This design comes from an exercise in tuning for small area on the open sky130 flow, not from production work. Where RTL was checked, it was by simulation tests only, not by an equivalence proof against the original. No activity file was given, so power comes from the tool's default toggle rates.

==> v28: inputs <==
## top_level
module top_level (
    clk, rst, seed,
    action, state, next_state, step_o, phase, episode_o, q_cur, q_next
);
clock: 20.0 ns
lec_check: 0
cap_margin: 20
core_margin: 2
core_utilization: 50
cts_buf_list: sky130_fd_sc_hd__clkbuf_8
cts_cluster_diameter: 80
cts_cluster_size: 15
place_density: 0.6
slew_margin: 20
synth_hierarchical: 1
synth_minimum_keep_size: 0
standard.sh (not shown) runs the stock make flow with config.mk's settings and CLKGATE_MAP_FILE= SYNTH_SCRIPT=/design/flow/synth_recipe.tcl, a recipe that flattens the netlist after the stock synthesis.
==> flow/flow/run.sh <==
#!/bin/bash
set -euo pipefail
export BUFFER_PORTS_ARGS="-buffer_cell sky130_fd_sc_hd__buf_1"
export CTS_ARGS="-sink_clustering_enable -repair_clock_nets -dont_use_dummy_load -buf_list sky130_fd_sc_hd__clkbuf_8 -sink_clustering_size 15 -sink_clustering_max_diameter 80"
bash standard.sh > standard.log 2>&1
==> inputs of v2, as changes to v28 <==
Settings changed: CAP_MARGIN 20 to 5, CORE_UTILIZATION 50 to 30, PLACE_DENSITY 0.6 to 0.45, SLEW_MARGIN 20 to 5.
==> inputs of v34, as changes to v28 <==
Settings changed: CORE_UTILIZATION 50 to 30, PLACE_DENSITY 0.6 to 0.45.
==> comparison table <==
metric	v28	v34	v2
Maximum ir drop on the vdd rail	0.609 mV	0.605 mV	0.676 mV
Met3 Use GR	4.80%	2.70%	3.01%
Clock latency on the worst-skew pair	920 ps	920 ps	880 ps
Endpoint of the worst hold path	w2r[462]	w3r[169]	w2r[395]
Stage delay of the slowest cell on the critical path	860 ps	900 ps	820 ps
Most repeated library cell on the critical path	o21a_1	a21oi_1	a21oi_1
CTS buffer count	106	111	110
Switching portion of total power	44.9%	46.0%	46.2%
Cell with the biggest individual delay on the critical path	xnor2_1	nor3_1	a21oi_2
Vias in the first global route	67858	68255	68245
Outcome	finished clean	finished clean	finished clean
Violation count after the first detailed-routing iteration	5081	4741	4783
Clock Power	1.29 mW	1.34 mW	1.34 mW
Share of the clock period used by the worst path	84.7%	86.2%	88.3%
Count of vias placed by the detailed router	65347	65062	65125
Function was not checked in any run of this note: the RTL went through the layout flow alone.

---

==> job 3144 <==
top_level, a different RTL version from the one above (not shown whole).
clock: 20.0 ns
lec_check: 0
cap_margin: 5
core_margin: 2
core_utilization: 50
cts_buf_list: sky130_fd_sc_hd__clkbuf_8
cts_cluster_diameter: 80
cts_cluster_size: 15
place_density: 0.6
slew_margin: 5
synth_hierarchical: 1
synth_minimum_keep_size: 0
==> flow/flow/run.sh <==
#!/bin/bash
set -euo pipefail
export BUFFER_PORTS_ARGS="-buffer_cell sky130_fd_sc_hd__buf_1"
export CTS_ARGS="-sink_clustering_enable -repair_clock_nets -dont_use_dummy_load -buf_list sky130_fd_sc_hd__clkbuf_8 -sink_clustering_size 20 -sink_clustering_max_diameter 60"
bash standard.sh > standard.log 2>&1
==> job 9216: changes against job 3144 <==
--- a/flow/design.v
+++ b/flow/design.v
@@ -3360,14 +3360,19 @@
     reg [11:0] lf;
     always @(posedge clk) begin
         if (rst) lf <= seed;
         else lf <= lfsr_sh(lf);
     end
     reg [11:0] qc0, qc1, qc2, qc3, qn0, qn1, qn2, qn3;
-    reg signed [11:0] mxr, qt;
-    reg [1:0] ixr, qact;
+    wire signed [11:0] sc0 = qc0, sc1 = qc1, sc2 = qc2, sc3 = qc3;
+    wire ge01 = (sc0 >= sc1), ge23 = (sc2 >= sc3);
+    wire signed [11:0] cm1 = ge01 ? sc0 : sc1;
+    wire signed [11:0] cm2 = ge23 ? sc2 : sc3;
+    wire gew = (cm1 >= cm2);
+    wire signed [11:0] qt = gew ? cm1 : cm2;
+    wire [1:0] qact = gew ? {1'b0, ~ge01} : {1'b1, ~ge23};
     wire [1:0] act = (ep < lf) ? qact : lf[1:0];
     reg [1:0] gi, gj;
     wire [3:0] ijn = gmove(gi, gj, act, step);
     assign st1 = ij2st(ijn);
     wire [3:0] st = ij2st({gi, gj});
     always @(posedge clk) begin
@@ -3379,18 +3384,15 @@
             gj <= ijn[1:0];
         end
     end
     reg [11:0] pq0, pq1;
     wire [11:0] aA, aB;
     wire signed [11:0] sn0 = pq0, sn1 = pq1, sn2 = aA, sn3 = aB;
-    wire nge01 = (sn0 >= sn1), nge23 = (sn2 >= sn3);
-    wire signed [11:0] nm1 = nge01 ? sn0 : sn1;
-    wire signed [11:0] nm2 = nge23 ? sn2 : sn3;
-    wire ngew = (nm1 >= nm2);
-    wire signed [11:0] qmx = ngew ? nm1 : nm2;
-    wire [1:0] qmi = ngew ? {1'b0, ~nge01} : {1'b1, ~nge23};
+    wire signed [11:0] nm1 = (sn0 > sn1) ? sn0 : sn1;
+    wire signed [11:0] nm2 = (sn2 > sn3) ? sn2 : sn3;
+    wire signed [11:0] qmx = (nm1 > nm2) ? nm1 : nm2;
     reg signed [4:0] dl0, dl1, dl2, dl3;
     wire [11:0] lf7 = lfsr_sh(lfsr_sh(lf));
     wire [1:0] act7 = (ep < lf7) ? qact : lf7[1:0];
     wire [3:0] st1_7 = ij2st(gmove(gi, gj, act7, step));
     wire rneg = (st1_7 == 4'd5) || (st1_7 == 4'd7) || (st1_7 == 4'd8);
     wire rpos = (st1_7 == 4'd9);
@@ -3607,30 +3609,25 @@
     end
     always @(posedge clk) begin
         if (rst) begin
             b3h0 <= 11'h7FF; b3h1 <= 11'h7FF; b3h2 <= 11'h7FF; b3h3 <= 11'h7FF;
             qn0 <= 12'd0; qn1 <= 12'd0; qn2 <= 12'd0; qn3 <= 12'd0;
             qc0 <= 12'd0; qc1 <= 12'd0; qc2 <= 12'd0; qc3 <= 12'd0;
-            mxr <= 12'sd0; ixr <= 2'd0; qt <= 12'sd0; qact <= 2'd0;
         end else begin
             b3h0 <= b3h0 - {10'd0, dl0[4] & b3upd};
             b3h1 <= b3h1 - {10'd0, dl1[4] & b3upd};
             b3h2 <= b3h2 - {10'd0, dl2[4] & b3upd};
             b3h3 <= b3h3 - {10'd0, dl3[4] & b3upd};
             if (ctrl == 4'd5) begin
                 qn0 <= pq0;
                 qn1 <= pq1;
                 qn2 <= aA;
                 qn3 <= aB;
-                mxr <= qmx;
-                ixr <= qmi;
             end
             if ((ctrl == 4'd1) && (step != 4'd0)) begin
                 qc0 <= qn0; qc1 <= qn1; qc2 <= qn2; qc3 <= qn3;
-                qt <= mxr;
-                qact <= ixr;
             end
         end
     end
     assign action = act;
     assign state = st;
     assign next_state = st1;
==> flow/run.sh (new file) <==
#!/bin/bash
# synth_recipe.tcl (not shown) runs the flow's synth.tcl, then flattens the netlist and writes it again
# the make line also repeats each setting of config.mk as NAME=value (left out here)
make -C /OpenROAD-flow-scripts/flow DESIGN_CONFIG=/design/flow/config.mk WORK_HOME=/design/flow/orfs CLKGATE_MAP_FILE= SYNTH_SCRIPT=/design/flow/synth_recipe.tcl finish
CAP_MARGIN = 20   (was 5)
SLEW_MARGIN = 20   (was 5)
removed: flow/flow/run.sh
removed: flow/standard.sh
==> summary.txt <==
Outcome: job 9216 finished clean; job 3144 finished clean
Clock network contribution to total cell area: job 9216 0.0192; job 3144 0.0156
Synthesis-stage register bit count: job 9216 1224; job 3144 1252
Number of filler cells placed in the layout: job 9216 15900; job 3144 16000
Starting density of the core: job 9216 0.502; job 3144 0.502
Reported net switching power: job 9216 4100 uW; job 3144 3920 uW
Area share of and/or/nand/nor cells after synthesis: job 9216 0.180; job 3144 0.180
Worst Setup SP: job 9216 st_old[0]; job 3144 st_old[2]
DIE AREA: job 9216 0.178 mm^2; job 3144 0.178 mm^2
CP Depth: job 9216 67; job 3144 74
Reg2reg start: job 9216 st_old[0]; job 3144 st_old[2]
Max Clk Rate: job 9216 53.7 MHz; job 3144 53.8 MHz
Worst reg2reg path depth: job 9216 67; job 3144 74
Multi-input gates: job 9216 6749; job 3144 6677
Number of placed instances with taps included: job 9216 11200; job 3144 11100
Clock share of power: job 9216 0.150; job 3144 0.140
Function not checked in job 3144: the RTL went through the layout flow alone.

---

==> 02-24: inputs <==
RTL: one of the versions met above, not the one the previous note started from.
Settings: LEC_CHECK=0, CAP_MARGIN=20, CORE_MARGIN=2, CORE_UTILIZATION=30, CTS_BUF_LIST=sky130_fd_sc_hd__clkbuf_16, CTS_CLUSTER_DIAMETER=120, CTS_CLUSTER_SIZE=24, PLACE_DENSITY=0.45, SLEW_MARGIN=20, SYNTH_HIERARCHICAL=1, SYNTH_MINIMUM_KEEP_SIZE=0; clock period 20.0 ns.
==> flow/flow/run.sh <==
#!/bin/bash
set -euo pipefail
export BUFFER_PORTS_ARGS="-buffer_cell sky130_fd_sc_hd__buf_1"
export CTS_ARGS="-sink_clustering_enable -repair_clock_nets -dont_use_dummy_load -buf_list sky130_fd_sc_hd__clkbuf_16 -sink_clustering_size 24 -sink_clustering_max_diameter 120"
bash standard.sh > standard.log 2>&1
==> 09-20 (differences from 02-24) <==
--- a/flow/design.v
+++ b/flow/design.v
@@ -3456,31 +3456,26 @@
     reg [54:0] b2r;             
     reg [4*55-1:0] w3r;         
     reg [54:0] apr;             
     reg [54:0] acr;             
     localparam [4:0] POL_A = 5'b00101;    
     localparam [4:0] POL_B = 5'b01010;    
-    localparam [4:0] POL_C = 5'b10101;    
     wire [10:0] acr0 = ~acr[10:0];        
     reg [10:0] b3h0, b3h1, b3h2, b3h3;
-    wire [10:0] w3h0 = ~w3r[0*55 +: 11];      
-    wire [10:0] w3h1 = ~w3r[1*55 +: 11];
-    wire [10:0] w3h2 = ~w3r[2*55 +: 11];
-    wire [10:0] w3h3 = ~w3r[3*55 +: 11];
-    wire signed [15:0] w3s0 = {w3h0, w3lo(0, col0)};
-    wire signed [15:0] w3s1 = {w3h1, w3lo(1, col0)};
-    wire signed [15:0] w3s2 = {w3h2, w3lo(2, col0)};
-    wire signed [15:0] w3s3 = {w3h3, w3lo(3, col0)};
+    wire signed [15:0] w3s0 = {w3r[0*55 +: 11], w3lo(0, col0)};
+    wire signed [15:0] w3s1 = {w3r[1*55 +: 11], w3lo(1, col0)};
+    wire signed [15:0] w3s2 = {w3r[2*55 +: 11], w3lo(2, col0)};
+    wire signed [15:0] w3s3 = {w3r[3*55 +: 11], w3lo(3, col0)};
     wire [10:0] aprev = apr[10:0];
     wire [7:0] delta2;
     wire [10:0] w3n0, w3n1, w3n2, w3n3;
     bwd_arith u_bwd (
         .w3s0(w3s0), .w3s1(w3s1), .w3s2(w3s2), .w3s3(w3s3),
         .dl0(dl0), .dl1(dl1), .dl2(dl2), .dl3(dl3),
         .aprev(aprev), .delta2(delta2),
-        .w3h0(w3h0), .w3h1(w3h1), .w3h2(w3h2), .w3h3(w3h3),
+        .w3h0(w3r[0*55 +: 11]), .w3h1(w3r[1*55 +: 11]), .w3h2(w3r[2*55 +: 11]), .w3h3(w3r[3*55 +: 11]),
         .w3n0(w3n0), .w3n1(w3n1), .w3n2(w3n2), .w3n3(w3n3)
     );
     reg [7:0] d2r;              
     always @(posedge clk) d2r <= delta2;
     wire [3:0] orow = st_old - 4'd1;
     wire [3:0] nrow = st_new - 4'd1;
@@ -3496,16 +3491,16 @@
     wire [10:0] w2u = w2o + {{3{d2r[7]}}, d2r};
     wire [10:0] w2n = (st_new == st_old) ? w2u : w2nr;
     wire [10:0] b2n = b2r[54:44] - {10'd0, d2r[7]};
     wire [4:0] w2lo = w2lof(nrow, col4);
     wire [15:0] z2 = {w2n, w2lo} + {b2n, 5'b11111};
     wire [10:0] anext = aA[10:0];
-    wire signed [15:0] w3t0 = {w3r[0*55+33 +: 11], w3lo(0, col3)};
-    wire signed [15:0] w3t1 = {w3r[1*55+33 +: 11], w3lo(1, col3)};
-    wire signed [15:0] w3t2 = {w3r[2*55+33 +: 11], w3lo(2, col3)};
-    wire signed [15:0] w3t3 = {w3r[3*55+33 +: 11], w3lo(3, col3)};
+    wire signed [15:0] w3t0 = {~w3r[0*55+33 +: 11], w3lo(0, col3)};    
+    wire signed [15:0] w3t1 = {~w3r[1*55+33 +: 11], w3lo(1, col3)};
+    wire signed [15:0] w3t2 = {~w3r[2*55+33 +: 11], w3lo(2, col3)};
+    wire signed [15:0] w3t3 = {~w3r[3*55+33 +: 11], w3lo(3, col3)};
     reg [25:0] acc0, acc1, acc2, acc3;
     wire clr = (ctrl == 4'd8);
     wire [25:0] macc0, macc1, macc2, macc3;
     mac_arith u_mac (
         .acc0(acc0), .acc1(acc1), .acc2(acc2), .acc3(acc3), .clr(clr),
         .b3h0(b3h0), .b3h1(b3h1), .b3h2(b3h2), .b3h3(b3h3),
@@ -3555,16 +3550,16 @@
                 end
             end
         end
         for (gr = 0; gr < 4; gr = gr + 1) begin : g_w3
             for (gp = 0; gp < 5; gp = gp + 1) begin : g_p
                 if (gp == 4) begin : g_wr
-                    localparam [10:0] C = ~(w3init(gr, gp) >> 5);
-                    assign w3d[gr*55+44 +: 11] = (rst || s1) ? (rst ? C : ~w3n[gr]) : w3r[gr*55 +: 11];
+                    localparam [10:0] C = w3init(gr, gp) >> 5;
+                    assign w3d[gr*55+44 +: 11] = (rst || s1) ? (rst ? C : w3n[gr]) : w3r[gr*55 +: 11];
                 end else begin : g_sh
-                    localparam [10:0] C = (w3init(gr, gp) >> 5) ^ {11{POL_C[gp]}};
+                    localparam [10:0] C = (w3init(gr, gp) >> 5) ^ {11{POL_B[gp]}};
                     for (gb = 0; gb < 11; gb = gb + 1) begin : g_b
                         rs_cell #(.V(C[gb])) u (.q(w3r[gr*55+(gp+1)*11+gb]), .rst(rst), .rstn(rstn), .d(w3d[gr*55+gp*11+gb]));
                     end
                 end
             end
         end
==> flow/flow/run.sh (replaced) <==
#!/bin/bash
set -euo pipefail
export BUFFER_PORTS_ARGS="-buffer_cell sky130_fd_sc_hd__buf_1"
export CTS_ARGS="-sink_clustering_enable -repair_clock_nets -dont_use_dummy_load -buf_list sky130_fd_sc_hd__clkbuf_8 -sink_clustering_size 15 -sink_clustering_max_diameter 80"
bash standard.sh > standard.log 2>&1
CTS_BUF_LIST = sky130_fd_sc_hd__clkbuf_8   (was sky130_fd_sc_hd__clkbuf_16)
CTS_CLUSTER_DIAMETER = 80   (was 120)
CTS_CLUSTER_SIZE = 15   (was 24)
==> summary.txt <==
quantity	02-24	09-20
Outcome	timing/DRC/antenna clean	timing/DRC/antenna clean
Power per Cell Area	114.0 nW/um2	115.8 nW/um2
P&R area growth vs syn	7.367%	6.923%
Crit path required time	20.57 ns	20.80 ns
Met3 WL post-DR	15.38 mm	14.69 mm
Vias in the first global route	67,950	67,440
Fin crit period	17.31 ns	17.04 ns
Data arrival time of the critical path	17.87 ns	17.84 ns
Wire length of the first global-routing pass	445.3 mm	436.4 mm
Via count	65,050	64,390
Slowest cell on the critical path	sky130_fd_sc_hd__nor3_1	sky130_fd_sc_hd__xor2_1
Layout clock buffer count	66	111
Die width	546.1 um	547.1 um
Reg2reg path depth	60	64
Maximum clock frequency	57.78 MHz	58.69 MHz
Number of cells on the critical path	60	64
Area share of the largest cell type after synthesis	30.59%	30.47%
Met3 Use GR	2.600%	2.583%
Worst-case hold slack	0.3423 ns	0.2618 ns
Endpoint with the worst hold slack	w3r[149]	w3r[15]
Power Internal	5.876 mW	5.775 mW
No run of this note included a check of the RTL's function; only the layout flow was run.

## static timing again, ports no longer ideal
How much do the figures lean on ideal ports? The routed layouts below were timed once more, with nothing changed but the port constraints. Step 1: set_driving_cell puts a clkbuf_16 on clk and a buf_2 on each other input, an assumption about the parent block. Step 2 times the ports against the registers' clock, not the clock port: input delays grow and output delays shrink by t, the midpoint of the rising clock arrivals with the driver on. Slacks: ideal / step 1 / step 2; pairs: ideal / step 1.
run | t (ns) | setup WS [ns] | worst setup path at the end | latest minus earliest clock arrival (ns)
v28 | 0.922 | 3.061 / 3.061 / 3.061 | register to register | 0.206 / 0.207
v2 | 0.923 | 2.335 / 2.335 / 2.335 | register to register | 0.115 / 0.115
v34 | 0.930 | 2.756 / 2.756 / 2.756 | register to register | 0.181 / 0.181
job 3144 | 0.915 | 1.429 / 1.429 / 1.429 | register to register | 0.158 / 0.158
job 9216 | 0.952 | 1.370 / 1.370 / 1.370 | register to register | 0.094 / 0.094
02-24 | 0.774 | 2.694 / 2.694 / 2.694 | register to register | 0.082 / 0.082
09-20 | 0.963 | 2.962 / 2.962 / 2.962 | register to register | 0.155 / 0.156
After both steps every run listed still meets setup and hold.
